Source: an optimization exercise on an open RTL-to-GDS flow (aim: a short achievable clock period and few clock cycles). Production flows keep margins and buffers that such runs may drop. Function was checked by simulation only, so behaviour that the tests miss may differ from the original. The clock input has no modelled driver; a real chip could not lean on it and would need a root buffer or a full tree.

==> try-cedar: inputs <==
==> flow/design.v <==
`timescale 1ns/1ns
module reduction
#(
    parameter SOURCE_WIDTH = 640,
    parameter SOURCE_HEIGHT = 480,
    parameter SOURCE_DATA_WIDTH = 1,
    parameter SOURCE_ADDR_WIDTH = 19,
    parameter DEST_ADDR_WIDTH = 17,
    parameter DEST_DATA_WIDTH = 1
)
(
    input clk,
    input resetn,
    input go,
    input [SOURCE_DATA_WIDTH-1:0] source_data,
    output reg [SOURCE_ADDR_WIDTH-1:0] source_addr,
    output reg [DEST_ADDR_WIDTH-1:0] dest_addr,
    output reg [DEST_DATA_WIDTH-1:0] dest_data,
    output reg dest_write_enable,
    output reg done
);
    localparam AW = SOURCE_ADDR_WIDTH;
    localparam DW = DEST_ADDR_WIDTH;
    localparam BOXES_PER_ROW = SOURCE_WIDTH / 2;
    localparam NBOX = (SOURCE_WIDTH * SOURCE_HEIGHT) / 4;
    reg started;
    reg          v0, v1, v2;
    reg [1:0]    k0, k1, k2;
    reg [AW-1:0] s0, s1, s2;
    reg [AW-1:0] t0, t1, t2;
    reg [DW-1:0] d0, d1, d2;
    reg [AW-1:0] ca2;        
    reg          dq;         
    reg [AW-1:0] ns, nt;     
    reg [AW-1:0] rs, rt;     
    reg [DW-1:0] nd;
    reg [8:0]    col;
    reg          lastcol, lastbox, exhausted;
    wire fin   = ~v2 | ~dq | (k2 == 2'd3);
    wire alloc = fin & started & ~exhausted;
    always @(posedge clk) begin
        if (!resetn)
            started <= 1'b0;
        else if (go)
            started <= 1'b1;
    end
    always @(posedge clk) begin
        v1 <= v0; k1 <= k0; s1 <= s0; t1 <= t0; d1 <= d0;
        v2 <= v1; k2 <= k1; s2 <= s1; t2 <= t1; d2 <= d1;
        ca2 <= (k1[0] ? s1 : t1) | {{(AW-1){1'b0}}, ~k1[1]};
        dq <= source_data[0];
        if (fin) begin
            v0 <= alloc;
            k0 <= 2'd0;
            s0 <= ns;
            t0 <= nt;
            d0 <= nd;
            source_addr <= ns;
        end else begin
            v0 <= 1'b1;
            k0 <= k2 + 2'd1;
            s0 <= s2;
            t0 <= t2;
            d0 <= d2;
            source_addr <= ca2;
        end
        dest_addr <= d2;
        dest_data <= dq;
        dest_write_enable <= v2 & (~dq | (k2 == 2'd3));
        if (!resetn) begin
            v0 <= 1'b0;
            v1 <= 1'b0;
            v2 <= 1'b0;
            dest_write_enable <= 1'b0;
        end
    end
    always @(posedge clk) begin
        if (!started) begin
            ns <= 0;
            nt <= SOURCE_WIDTH;
            rs <= 2 * SOURCE_WIDTH;
            rt <= 3 * SOURCE_WIDTH;
            nd <= 0;
            col <= 0;
            lastcol <= 1'b0;
            lastbox <= 1'b0;
            exhausted <= 1'b0;
        end else if (alloc) begin
            nd <= nd + 1'b1;
            if (lastcol) begin
                ns <= rs;
                nt <= rt;
                rs <= rs + 2 * SOURCE_WIDTH;
                rt <= rt + 2 * SOURCE_WIDTH;
                col <= 0;
                lastcol <= 1'b0;
            end else begin
                ns <= ns + 2'd2;
                nt <= nt + 2'd2;
                col <= col + 1'b1;
                lastcol <= (col == BOXES_PER_ROW - 2);
            end
            lastbox <= (nd == NBOX - 2);
            exhausted <= lastbox;
        end
    end
    always @(posedge clk) begin
        if (!resetn)
            done <= 1'b0;
        else if (started & exhausted & ~v0 & ~v1 & ~v2)
            done <= 1'b1;
    end
endmodule
==> flow/flow/run.sh <==
#!/bin/bash
# Standard synthesis and layout; the layout's timing repair aims for a wide
# setup margin so that cells on the I/O and register paths get sized up
# (the design's clock and constraints are unchanged).
set -euo pipefail
bash standard.sh synth > synth.log 2>&1
bash standard.sh SETUP_SLACK_MARGIN=9.8 finish > layout.log 2>&1
==> flow/standard.sh <==
#!/bin/bash
# synth_recipe.tcl (not shown) runs the flow's synth.tcl, then flattens the netlist and writes it again
# the make line also repeats each setting of config.mk as NAME=value (left out here)
make -C /OpenROAD-flow-scripts/flow DESIGN_CONFIG=/design/flow/config.mk WORK_HOME=/design/flow/orfs CLKGATE_MAP_FILE= SYNTH_SCRIPT=/design/flow/synth_recipe.tcl "${@:-finish}"
==> flow/config.mk <==
export PLATFORM = sky130hd
export DESIGN_NAME = reduction
export DESIGN_NICKNAME = reduction
export VERILOG_FILES = /design/flow/design.v
export SDC_FILE = /design/flow/constraint.sdc
export NUM_CORES = 4
export LEC_CHECK = 0
export ABC_CLOCK_PERIOD_IN_PS = 10000
export CAP_MARGIN = 20
export CORE_MARGIN = 2
export CORE_UTILIZATION = 40
export PLACE_DENSITY = 0.6
export SLEW_MARGIN = 20
==> flow/constraint.sdc <==
create_clock -name core_clock -period 13.0 [get_ports {clk}]
set_input_delay 2.6000 -clock core_clock [delete_from_list [all_inputs] [get_ports {clk}]]
set_output_delay 2.6000 -clock core_clock [all_outputs]
set_load 0.01 [all_outputs]
==> try-yarrow: changes against try-cedar <==
==> flow/flow/run.sh (replaced) <==
#!/bin/bash
# Standard synthesis and placement; a hand-built two-level clock tree with
# timing repair aiming for a wide setup margin (flow/cts.tcl) in place of
# ORFS's CTS step; then ORFS's routing and finishing with the same margin.
# The design's clock and constraints are unchanged.
set -euo pipefail
MARGIN=9.8
bash standard.sh synth > synth.log 2>&1
bash standard.sh place > place.log 2>&1
export RESULTS=$PWD/orfs/results/sky130hd/reduction/base
export FLOWDIR=$PWD/flow
export MARGIN CTS_NTOP=4 CTS_NLEAF=16 CTS_LEAF_BUF=sky130_fd_sc_hd__clkbuf_16
export DONT_USE="sky130_fd_sc_hd__probe_p_8 sky130_fd_sc_hd__probec_p_8 sky130_fd_sc_hd__lpflow_*"
openroad -no_init -exit flow/cts.tcl > cts.log 2>&1
bash standard.sh SETUP_SLACK_MARGIN=$MARGIN finish > finish.log 2>&1
==> flow/flow/cts.tcl (new file) <==
# Clock tree and timing repair in place of ORFS's CTS step: reads the placed
# design, builds a two-level clock tree by hand (mcts.tcl), repairs setup
# with a wide margin and then hold, and writes ORFS's 4_1_cts.odb and 4_cts.sdc.
set P $::env(FLOW_HOME)/platforms/sky130hd
set R $::env(RESULTS)
read_lef $P/lef/sky130_fd_sc_hd.tlef
read_lef $P/lef/sky130_fd_sc_hd_merged.lef
read_liberty $P/lib/sky130_fd_sc_hd__tt_025C_1v80.lib
read_db $R/3_place.odb
read_sdc $R/3_place.sdc
source $P/setRC.tcl
set_dont_use $::env(DONT_USE)

source $::env(FLOWDIR)/mcts.tcl
manual_cts $::env(CTS_NTOP) $::env(CTS_NLEAF) sky130_fd_sc_hd__clkbuf_16 $::env(CTS_LEAF_BUF)
detailed_placement
set_propagated_clock [all_clocks]
estimate_parasitics -placement
report_clock_latency
report_checks -path_delay max -format full_clock_expanded

repair_timing -setup -setup_margin $::env(MARGIN) -repair_tns 100 -verbose
detailed_placement
estimate_parasitics -placement
repair_timing -hold -hold_margin 0.05 -verbose
detailed_placement
check_placement -verbose
estimate_parasitics -placement
report_clock_latency
report_checks -path_delay max -format full_clock_expanded
report_checks -path_delay max -group_path_count 5
report_checks -path_delay min

write_db $R/4_1_cts.odb
write_sdc $R/4_cts.sdc
==> flow/flow/mcts.tcl (new file) <==
# Manual two-level clock tree: the clock port drives NTOP clock buffers,
# each drives some of NLEAF leaf clock buffers, and each leaf buffer feeds
# one cluster of registers (balanced k-means on positions). Every register
# sees the same two buffer stages.
proc mcts_cluster {pts nk} {
  # pts: list of {x y}; returns {assignment centres}
  set n [llength $pts]
  set cap [expr {int(ceil(double($n)/$nk))}]
  set sorted [lsort -real -index 0 $pts]
  set cx {}; set cy {}
  for {set k 0} {$k < $nk} {incr k} {
    set s [lindex $sorted [expr {int(($k+0.5)*$n/$nk)}]]
    lappend cx [lindex $s 0]; lappend cy [lindex $s 1]
  }
  for {set iter 0} {$iter < 40} {incr iter} {
    set pairs {}
    set i 0
    foreach s $pts {
      for {set k 0} {$k < $nk} {incr k} {
        set dx [expr {[lindex $s 0]-[lindex $cx $k]}]
        set dy [expr {[lindex $s 1]-[lindex $cy $k]}]
        lappend pairs [list $i $k [expr {$dx*$dx+$dy*$dy}]]
      }
      incr i
    }
    set pairs [lsort -real -index 2 $pairs]
    array unset asg; array unset cnt
    for {set k 0} {$k < $nk} {incr k} {set cnt($k) 0; set sx($k) 0.0; set sy($k) 0.0}
    foreach p $pairs {
      lassign $p i k d
      if {[info exists asg($i)]} continue
      if {$cnt($k) >= $cap} continue
      set asg($i) $k; incr cnt($k)
    }
    for {set i 0} {$i < $n} {incr i} {
      set k $asg($i)
      set sx($k) [expr {$sx($k)+[lindex $pts $i 0]}]
      set sy($k) [expr {$sy($k)+[lindex $pts $i 1]}]
    }
    set cx {}; set cy {}
    for {set k 0} {$k < $nk} {incr k} {
      lappend cx [expr {$sx($k)/max(1,$cnt($k))}]
      lappend cy [expr {$sy($k)/max(1,$cnt($k))}]
    }
  }
  set a {}
  for {set i 0} {$i < $n} {incr i} {lappend a $asg($i)}
  return [list $a $cx $cy]
}

proc mcts_buffer {block master name innet x y} {
  set inst [odb::dbInst_create $block $master $name]
  set net [odb::dbNet_create $block "${name}_net"]
  $net setSigType CLOCK
  [$inst findITerm A] connect $innet
  [$inst findITerm X] connect $net
  set w [[$inst getMaster] getWidth]
  set h [[$inst getMaster] getHeight]
  $inst setLocation [expr {int($x - $w/2)}] [expr {int($y - $h/2)}]
  $inst setPlacementStatus PLACED
  return $net
}

proc manual_cts {ntop nleaf top_master_name leaf_master_name} {
  set block [ord::get_db_block]
  set db [ord::get_db]
  set tmaster [$db findMaster $top_master_name]
  set lmaster [$db findMaster $leaf_master_name]
  set clknet [$block findNet clk]
  set sinks {}
  set pts {}
  foreach it [$clknet getITerms] {
    set bb [[$it getInst] getBBox]
    lappend sinks $it
    lappend pts [list [expr {([$bb xMin]+[$bb xMax])/2.0}] [expr {([$bb yMin]+[$bb yMax])/2.0}]]
  }
  lassign [mcts_cluster $pts $nleaf] lasg lcx lcy
  set lpts {}
  for {set k 0} {$k < $nleaf} {incr k} {lappend lpts [list [lindex $lcx $k] [lindex $lcy $k]]}
  lassign [mcts_cluster $lpts $ntop] tasg tcx tcy
  for {set t 0} {$t < $ntop} {incr t} {
    set tnet($t) [mcts_buffer $block $tmaster "clkbuf_top_$t" $clknet [lindex $tcx $t] [lindex $tcy $t]]
  }
  for {set k 0} {$k < $nleaf} {incr k} {
    set lnet($k) [mcts_buffer $block $lmaster "clkbuf_leaf_$k" $tnet([lindex $tasg $k]) [lindex $lcx $k] [lindex $lcy $k]]
  }
  set i 0
  foreach it $sinks {
    $it disconnect
    $it connect $lnet([lindex $lasg $i])
    incr i
  }
  puts "manual_cts: [llength $sinks] sinks, $nleaf leaf and $ntop top buffers"
}
==> flow_metrics.env <==
export IMPL_power_leakage_nw=4.323
export IMPL_max_vdd_ir_drop_mv=0.07020
export IMPL_sh_seq_area_pct=57.22
export IMPL_hold_slack_ns=0.3155
export IMPL_cts_clk_slew_worst_paths_ns=0.08
export IMPL_met1_usage_pct=22.00
export IMPL_dr_pass1_iters=7
export IMPL_status="timing/DRC/antenna clean"
Source of the figures above: try-yarrow

==> flow_metrics.env <==
export IMPL_status="timing/DRC/antenna clean"
export IMPL_dr_pass1_iters=5
export IMPL_hold_slack_ns=0.3139
export IMPL_power_leakage_nw=4.639
export IMPL_max_vdd_ir_drop_mv=0.07983
export IMPL_sh_seq_area_pct=54.02
Source of the figures above: try-cedar

Testbench counts of try-cedar, summed over its fixed seeds: cycles 561,903.
Testbench counts of try-yarrow, summed over its fixed seeds: cycles 561,903.
In try-yarrow the design's own scripts or RTL, not TritonCTS, make the clock network.

separate check: timing with driven ports:
In the flow no input, the clock included, has a driving cell. The finished layouts below were timed again as built, in two steps. Step 1, drivers: a clkbuf_16 drives clk and a buf_2 each remaining input, both assumed. Step 2 adds t to the input delays and takes it off the output delays; t is the mean of the earliest and latest rising clock arrival at the registers after step 1. Input paths then give back, and output paths get back, about the clock's delay inside the block. Three values: ideal, step 1, step 2; two values: the first two.
| run | t, ns | setup slack, ns | hold WS [ns] | worst setup path after step 2 |
|---|---|---|---|---|
| try-cedar | 0.544 | 9.473 / 9.425 / 9.507 | 0.314 / 0.314 / 0.314 | input to register |
| try-yarrow | 0.398 | 9.652 / 9.554 / 9.730 | 0.316 / 0.316 / 0.316 | input to register |
After both steps setup and hold are still met in every run listed.
